Source: an optimization exercise on an open RTL-to-GDS flow (aim: small area, a short achievable clock period and few clock cycles per item). Production flows keep margins and buffers that such runs may drop. In this exercise RTL edits were held to simulation tests only and were not proved equivalent to the original.

// cordic_vec_top
module cordic_vec_top (
    input  logic clk,
    input  logic rst_n,
    input  logic in_valid,
    output logic in_ready,
    input  logic signed [15:0] x_start,
    input  logic signed [15:0] y_start,
    output logic out_valid,
    input  logic out_ready,
    output logic signed [15:0] mag,
    output logic signed [31:0] theta
);
Size in the first run: ~3400 cells after synthesis, roughly 740 flip-flops, ~44000 um^2 of cells after synthesis.
export LEC_CHECK = 0
export ABC_CLOCK_PERIOD_IN_PS = 2000
export CAP_MARGIN = 20
export CORE_MARGIN = 2
export CORE_UTILIZATION = 40
export CTS_CLUSTER_DIAMETER = 80
export CTS_CLUSTER_SIZE = 20
export SETUP_SLACK_MARGIN = 5
export SLEW_MARGIN = 20
create_clock -name core_clock -period 9.0 [get_ports {clk}]
standard.sh (not shown) runs the stock make flow with config.mk's settings and CLKGATE_MAP_FILE= SYNTH_SCRIPT=/design/flow/synth_recipe.tcl, a recipe that flattens the netlist after the stock synthesis.
==> flow/flow/run.sh <==
#!/bin/bash
# Own flow: the standard synthesis and layout (standard.sh), but with the
# post-synthesis / post-CTS / post-route repair_timing aiming at a larger
# setup margin (the clock period and all constraints stay the design's).
set -euo pipefail
MARGIN=$(cat flow/margin.txt)
bash standard.sh synth > synth.log 2>&1
# same make command as standard.sh, with SETUP_SLACK_MARGIN raised
CMD=$(grep '^make ' standard.sh | sed -e 's/"\${@:-finish}"//' -e "s/SETUP_SLACK_MARGIN=[^ ]*//")
eval "$CMD SETUP_SLACK_MARGIN=$MARGIN finish" > layout.log 2>&1
RES=$(ls -d orfs/results/*/cordic_vec_top/base)
: # left out here: write the final layout as DEF
==> flow/flow/margin.txt <==
6
The baseline finished with timing, DRC and antenna clean.
Testbench counts at the start, summed over its fixed seeds: cycles 16,136, items 16,000.
Rerun with:
==> flow/flow/margin.txt (replaced) <==
5.7
Clock-buffer cell count rises by 1.
Final cell count falls by 1.9%.
Worst hold slack gets better by 0.0093 ns.
Final area shrinks by 4.0%.
Worst setup slack gets worse by 0.12 ns.
Sequential cell count does not change.
Wire length came out lower by 5.6%.
Rerun with:
==> flow/flow/margin.txt (replaced) <==
6
--- a/flow/config.mk
+++ b/flow/config.mk
@@ -11,3 +11,2 @@
-export CORE_UTILIZATION = 40
-export CTS_CLUSTER_DIAMETER = 80
-export CTS_CLUSTER_SIZE = 20
+export CORE_UTILIZATION = 60
+export PLACE_DENSITY = 0.75
Utilization climbs by 27 points.
Design area grows by 5.1%.
First-iteration DRC count climbs by 26%.
Global-route usage increases by 8.8 points.

========
## lagoon
cordic_vec_top, a different RTL version from the one above (not shown whole).
Size in the first run: about 710 flip-flops, roughly 0.044 mm^2 of cells after synthesis.
export LEC_CHECK = 0
export ABC_CLOCK_PERIOD_IN_PS = 2000
export CAP_MARGIN = 20
export CORE_MARGIN = 2
export CORE_UTILIZATION = 40
export SETUP_SLACK_MARGIN = 5
export SLEW_MARGIN = 20
create_clock -name core_clock -period 9.0 [get_ports {clk}]
==> flow/flow/margin.txt <==
6
Scripts as last shown in full above: flow/flow/run.sh
The flow did not stop early for lagoon: all stages ran, and the layout cleared the timing, DRC and antenna checks.
Testbench counts of lagoon, summed over its fixed seeds: cycles 16,128, items 16,000.
Setup changes, lagoon to quartz
==> flow/run.sh (new file) <==
#!/bin/bash
# synth_recipe.tcl (not shown) runs the flow's synth.tcl, then flattens the netlist and writes it again
# the make line also repeats each setting of config.mk as NAME=value (left out here)
make -C /OpenROAD-flow-scripts/flow DESIGN_CONFIG=/design/flow/config.mk WORK_HOME=/design/flow/orfs CLKGATE_MAP_FILE= SYNTH_SCRIPT=/design/flow/synth_recipe.tcl finish
removed: flow/flow/run.sh
removed: flow/flow/margin.txt
removed: flow/standard.sh
## What came out
Comparing lagoon and quartz, worst path setup slack after routing is lower on quartz.
quartz vs lagoon — first-pass GRT wire length dropped 5.4%.
Cmp lagoon and quartz / worst stage delay on the critical path / lower: lagoon
Compared to lagoon, quartz has routed wire length 7.6% lower.
Relative to lagoon, the count of buffers added by post-CTS timing repair for setup of quartz is lower by 108.

==> static timing again, ports no longer ideal <==
Ports are ideal in the flow. The routed layouts listed here were re-timed in OpenROAD.
Step 1: set_driving_cell puts a clkbuf_16 on clk and a buf_2 on each other input, an assumption about the parent block.
Step 2 times the ports against the registers' clock, not the clock port: input delays grow and output delays shrink by t, the midpoint of the rising clock arrivals with the driver on.
Slacks: ideal ports / drivers / drivers and shift; pairs: ideal ports / drivers.
run	shift t [ns]	slack for setup (ns)	cell pins on the clock port's net
the first run of note 1	0.689	5.867 / 5.825 / 5.296	1
the second run of note 1	0.679	5.745 / 5.741 / 5.113	1
the third run of note 1	0.678	5.841 / 5.828 / 5.360	1
lagoon	0.702	5.394 / 5.394 / 5.294	1
quartz	0.683	5.128 / 5.112 / 4.522	1
After both steps setup and hold are still met in every run listed. The setup slack of the second run of note 1, which loses most, moves by -0.004 ns with the drivers and by -0.632 ns with both steps.
